What follows belongs to an exercise in optimizing a design on an open flow for small area and a short achievable clock period; a production flow would make more cautious choices.
In this exercise RTL edits were held to simulation tests only and were not proved equivalent to the original.
No driver is modelled on the clock port, so clock power and skew are understated where the tree is cut down; a real chip needs a root buffer or a tree.
No activity file was given, so power comes from the tool's default toggle rates.

Setup of run 1:
// matrix_alu
module matrix_alu (
    input  wire         clk,
    input  wire         resetn,
    input  wire [31:0]  A,
    input  wire [31:0]  B,
    input  wire [1:0]   op,
    output wire [127:0] C
);
    reg        as_q, sub_q, mul_q, kro_q;
    always @(posedge clk or negedge resetn) begin
        if (!resetn) begin
            as_q  <= 1'b0;
            sub_q <= 1'b0;
            mul_q <= 1'b0;
            kro_q <= 1'b0;
        end else begin
            as_q  <= ~op[1];
            sub_q <= (op == 2'b01);
            mul_q <= (op == 2'b10);
            kro_q <= (op == 2'b11);
        end
    end
    wire [31:0] bx = (op == 2'b01) ? ~B : B;
    reg [7:0] a_q [0:3];
    reg [7:0] t_q [0:3];
    reg [3:0] d1_q [0:3], d2_q [0:3], d3_q [0:3];
    genvar gi, gk;
    generate
        for (gi = 0; gi < 4; gi = gi + 1) begin : g_in
            wire [7:0] ai = A[31-8*gi -: 8];
            wire [7:0] bi = bx[31-8*gi -: 8];
            always @(posedge clk) begin
                a_q[gi] <= ai;
                t_q[gi] <= ai + {ai[6:0], 1'b0};
            end
            for (gk = 0; gk < 4; gk = gk + 1) begin : g_dig
                always @(posedge clk) begin
  ...
For scale: ~1700 cells after synthesis, roughly 200 I/O pins, about 0.014 sq mm of cells after synthesis.
Settings: LEC_CHECK=0, CAP_MARGIN=20, CORE_MARGIN=2, CORE_UTILIZATION=65, SETUP_SLACK_MARGIN=1.0, SLEW_MARGIN=20, SYNTH_HIERARCHICAL=1, SYNTH_MINIMUM_KEEP_SIZE=0; clock period 6.5 ns.
standard.sh (not shown) runs the stock make flow with config.mk's settings and CLKGATE_MAP_FILE= SYNTH_SCRIPT=/design/flow/synth_recipe.tcl, a recipe that flattens the netlist after the stock synthesis.
==> flow/flow/run.sh <==
#!/bin/bash
# Own layout flow: the standard ORFS flow (standard synthesis unchanged),
# with small, fast port buffers (buf_2 instead of the default delay buffer),
# after CTS a one-level clock tree (flow/clock_tree.tcl), and clock nets
# routed on met3 and up.
set -euo pipefail
bash standard.sh BUFFER_PORTS_ARGS="-buffer_cell sky130_fd_sc_hd__buf_2" \
  POST_CTS_TCL="$PWD/flow/clock_tree.tcl" MIN_CLK_ROUTING_LAYER=met3 \
  finish > orfs_flow.log 2>&1
==> flow/flow/clock_tree.tcl <==
# POST_CTS hook: replace the clock tree that CTS built with a single level of
# buffers: the clock port drives NBUF clkbuf_16 cells, each placed at the
# centre of its group of registers and driving that group directly. Every
# register gets the same one-buffer clock path, so the tree adds less
# insertion delay than the two-level tree.
set nbuf 4
if { [info exists ::env(CLK_NBUF)] } { set nbuf $::env(CLK_NBUF) }
set levels 1
if { [info exists ::env(CLK_LEVELS)] } { set levels $::env(CLK_LEVELS) }
set block [ord::get_db_block]
set clk_port_net [[$block findBTerm clk] getNet]

# registers: every instance with a CLK pin
set sinks {}
foreach inst [$block getInsts] {
  set it [$inst findITerm CLK]
  if { $it != "NULL" && $it != "" } { lappend sinks $it }
}
# old tree: clock nets other than the port net, and the cells driving them
set old_insts {}
set old_nets {}
foreach net [$block getNets] {
  if { [$net getSigType] != "CLOCK" } { continue }
  if { $net == $clk_port_net } { continue }
  lappend old_nets $net
}
foreach net $old_nets {
  foreach it [$net getITerms] {
    set inst [$it getInst]
    if { [[$inst getMaster] getName] ne "" && [$inst findITerm CLK] == "NULL" } {
      if { [lsearch $old_insts $inst] < 0 } { lappend old_insts $inst }
    }
  }
}
foreach it [$clk_port_net getITerms] {
  set inst [$it getInst]
  if { [$inst findITerm CLK] == "NULL" && [lsearch $old_insts $inst] < 0 } { lappend old_insts $inst }
}
puts "clock_tree: [llength $sinks] registers, removing [llength $old_insts] cells and [llength $old_nets] nets"
foreach it $sinks { $it disconnect }
foreach inst $old_insts { odb::dbInst_destroy $inst }
foreach net $old_nets { odb::dbNet_destroy $net }

# group registers by x into nbuf equal slices, sorted by x then y
set pts {}
foreach it $sinks {
  set bb [[$it getInst] getBBox]
  lappend pts [list [expr {([$bb xMin] + [$bb xMax]) / 2}] [expr {([$bb yMin] + [$bb yMax]) / 2}] $it]
}
# recursive bisection: split each group in half along its wider side
proc split_groups { pts parts } {
  if { $parts <= 1 } { return [list $pts] }
  set xs {}; set ys {}
  foreach p $pts { lappend xs [lindex $p 0]; lappend ys [lindex $p 1] }
  set xs [lsort -integer $xs]; set ys [lsort -integer $ys]
  set dx [expr { [lindex $xs end] - [lindex $xs 0] }]
  set dy [expr { [lindex $ys end] - [lindex $ys 0] }]
  set idx [expr { $dx >= $dy ? 0 : 1 }]
  set pts [lsort -integer -index $idx $pts]
  set h [expr { [llength $pts] / 2 }]
  set k [expr { $parts / 2 }]
  return [concat [split_groups [lrange $pts 0 [expr {$h - 1}]] $k] \
                 [split_groups [lrange $pts $h end] $k]]
}
set groups [split_groups $pts $nbuf]
set master [[ord::get_db] findMaster sky130_fd_sc_hd__clkbuf_16]
# nleaf groups of registers, each driven by a leaf buffer at its centre;
# with two levels, the port drives nbuf buffers that each drive
# nleaf/nbuf leaf buffers
set nleaf [expr { $nbuf * $levels }]
set groups [split_groups $pts $nleaf]
set leaves {}
set g 0
foreach grp $groups {
  set sx 0; set sy 0
  foreach p $grp { incr sx [lindex $p 0]; incr sy [lindex $p 1] }
  set cx [expr { $sx / [llength $grp] }]
  set cy [expr { $sy / [llength $grp] }]
  set inst [odb::dbInst_create $block $master clkbuf_leaf_$g]
  $inst setLocation $cx $cy
  $inst setPlacementStatus PLACED
  set net [odb::dbNet_create $block clknet_leaf_$g]
  $net setSigType CLOCK
  [$inst findITerm X] connect $net
  foreach p $grp { [lindex $p 2] connect $net }
  lappend leaves [list $cx $cy $inst]
  incr g
}
if { $levels == 1 } {
  foreach l $leaves { [[lindex $l 2] findITerm A] connect $clk_port_net }
} else {
  set g 0
  foreach grp [split_groups $leaves $nbuf] {
    set sx 0; set sy 0
    foreach p $grp { incr sx [lindex $p 0]; incr sy [lindex $p 1] }
    set inst [odb::dbInst_create $block $master clkbuf_root_$g]
    $inst setLocation [expr { $sx / [llength $grp] }] [expr { $sy / [llength $grp] }]
    $inst setPlacementStatus PLACED
    set net [odb::dbNet_create $block clknet_root_$g]
    $net setSigType CLOCK
    [$inst findITerm A] connect $clk_port_net
    [$inst findITerm X] connect $net
    foreach p $grp { [[lindex $p 2] findITerm A] connect $net }
    incr g
  }
}
detailed_placement
check_placement -verbose
estimate_parasitics -placement
global_connect
report_clock_skew
report_worst_slack
report_check_types -max_slew -max_capacitance
Changes in run 2 relative to run 1:
- changing CORE_UTILIZATION from 65 to 55
-- flow/flow/run.sh --
<<< run 1, line 4
# after CTS a one-level clock tree (flow/clock_tree.tcl), and clock nets
# routed on met3 and up.
>>> run 2, line 4
# after CTS a two-level clock tree of 4 root and 8 leaf buffers
# (flow/clock_tree.tcl), and clock nets routed on met3 and up.
<<< run 1, line 7
>>> run 2, line 7
export CLK_NBUF=4 CLK_LEVELS=2
[summary]
Run 2 finished every stage and its layout cleared the timing, design-rule and antenna checks. Max number of gates on the worst path with buffers counted across run 1 and run 2: run 1. Sort run 1 and run 2 by final critical-path required period, ascending, and run 1 comes first. In terms of area occupied by multi-input gates, run 2 and run 1 differ only marginally. Peak fanout along the critical path is higher on run 2. Run 1 has a higher sequential portion of the cell area than run 2. Delta (run 2 minus run 1): combinational share of power now smaller, total detailed-routing wirelength now larger, number of cells in the design after placement now larger. As far as combinational power is concerned, run 1 and run 2 perform about the same. Cmp run 1 and run 2 / number of standard cells in the layout, taps in and fillers out / lower: run 1.
Setup changes, run 2 to run 3
- a change of CORE_UTILIZATION from 55 to 65
- a change of SETUP_SLACK_MARGIN from 1.0 to 1.3
-- flow/flow/run.sh --
<<< run 2, line 4
# after CTS a two-level clock tree of 4 root and 8 leaf buffers
# (flow/clock_tree.tcl), and clock nets routed on met3 and up.
>>> run 3, line 4
# after CTS a one-level clock tree (flow/clock_tree.tcl), and clock nets
# routed on met3 and up.
<<< run 2, line 7
export CLK_NBUF=4 CLK_LEVELS=2
>>> run 3, line 7
Notes after the runs:
- Run 3 reports a lower multi-input gate share of total cell area than run 2 does.
- Re final worst slack: run 2 and run 3 aren't equal, and the higher value belongs to run 3.
- Compare run 2 and run 3 | final critical path time including I/O delays and setup lower: run 3
- [diff] wire length of the first global-routing pass, run 3 relative to run 2: regression
- Power after layout improves in run 3 relative to run 2.
Edits applied to the flow inputs when going from run 3 to run 4:
- SETUP_SLACK_MARGIN changed from 1.3 to 1.0
- CORE_UTILIZATION changed from 65 to 55
-- flow/flow/clock_tree.tcl --
<<< run 3, line 8
set levels 1
if { [info exists ::env(CLK_LEVELS)] } { set levels $::env(CLK_LEVELS) }
>>> run 4, line 8
<<< run 3, line 67
# nleaf groups of registers, each driven by a leaf buffer at its centre;
# with two levels, the port drives nbuf buffers that each drive
# nleaf/nbuf leaf buffers
set nleaf [expr { $nbuf * $levels }]
set groups [split_groups $pts $nleaf]
set leaves {}
>>> run 4, line 65
<<< run 3, line 79
  set inst [odb::dbInst_create $block $master clkbuf_leaf_$g]
>>> run 4, line 71
  set inst [odb::dbInst_create $block $master clkbuf_one_$g]
<<< run 3, line 82
  set net [odb::dbNet_create $block clknet_leaf_$g]
>>> run 4, line 74
  set net [odb::dbNet_create $block clknet_one_$g]
<<< run 3, line 84
>>> run 4, line 76
  [$inst findITerm A] connect $clk_port_net
<<< run 3, line 86
  lappend leaves [list $cx $cy $inst]
>>> run 4, line 79
<<< run 3, line 88
}
if { $levels == 1 } {
  foreach l $leaves { [[lindex $l 2] findITerm A] connect $clk_port_net }
} else {
  set g 0
  foreach grp [split_groups $leaves $nbuf] {
    set sx 0; set sy 0
    foreach p $grp { incr sx [lindex $p 0]; incr sy [lindex $p 1] }
    set inst [odb::dbInst_create $block $master clkbuf_root_$g]
    $inst setLocation [expr { $sx / [llength $grp] }] [expr { $sy / [llength $grp] }]
    $inst setPlacementStatus PLACED
    set net [odb::dbNet_create $block clknet_root_$g]
    $net setSigType CLOCK
    [$inst findITerm A] connect $clk_port_net
    [$inst findITerm X] connect $net
    foreach p $grp { [[lindex $p 2] findITerm A] connect $net }
    incr g
  }
>>> run 4, line 80
Results
Sum of routed wire length over all layers ended up 3.2% lower on run 4 than on run 3.
Taking run 3 as the reference, in run 4 final critical-path required period climbed 240 ps, post-layout instance area saw a decrease, sequential power shows no meaningful change.
Compared with run 3, run 4 shows final cell utilization of the core lower by 15 points.
No run of this note takes its clock network from TritonCTS; it comes from the design's own scripts or RTL.

-- afterwards: timing with drivers on the ports --
Ports are ideal in the flow. The routed layouts listed here were re-timed in OpenROAD. Step 1 sets driving cells, clkbuf_16 on the clock port and buf_2 on the other inputs (assumed; they add their load-dependent delay and slew). Step 2 moves the port delays by t, midway between the first and last clock arrival at a register: inputs arrive t later, outputs are due t later. That takes back most of the time a late clock gives input paths. Three values: no drivers, after step 1, after step 2; two values: the first two.
| run | t, ns | setup WS [ns] | clock arrival spread, ns | slew at the worst register clock pin (ns) | cell pins on the clock port's net |
|---|---|---|---|---|---|
| run 1 | 0.268 | 1.123 / 1.024 / 1.292 | 0.022 / 0.022 | 0.12 / 0.12 | 4 |
| run 2 | 0.379 | 1.066 / 0.962 / 1.341 | 0.044 / 0.044 | 0.08 / 0.08 | 4 |
| run 3 | 0.270 | 1.364 / 1.262 / 1.532 | 0.024 / 0.024 | 0.12 / 0.12 | 4 |
| run 4 | 0.273 | 1.121 / 1.019 / 1.292 | 0.028 / 0.028 | 0.12 / 0.12 | 4 |
After both steps setup and hold are still met in every run listed.
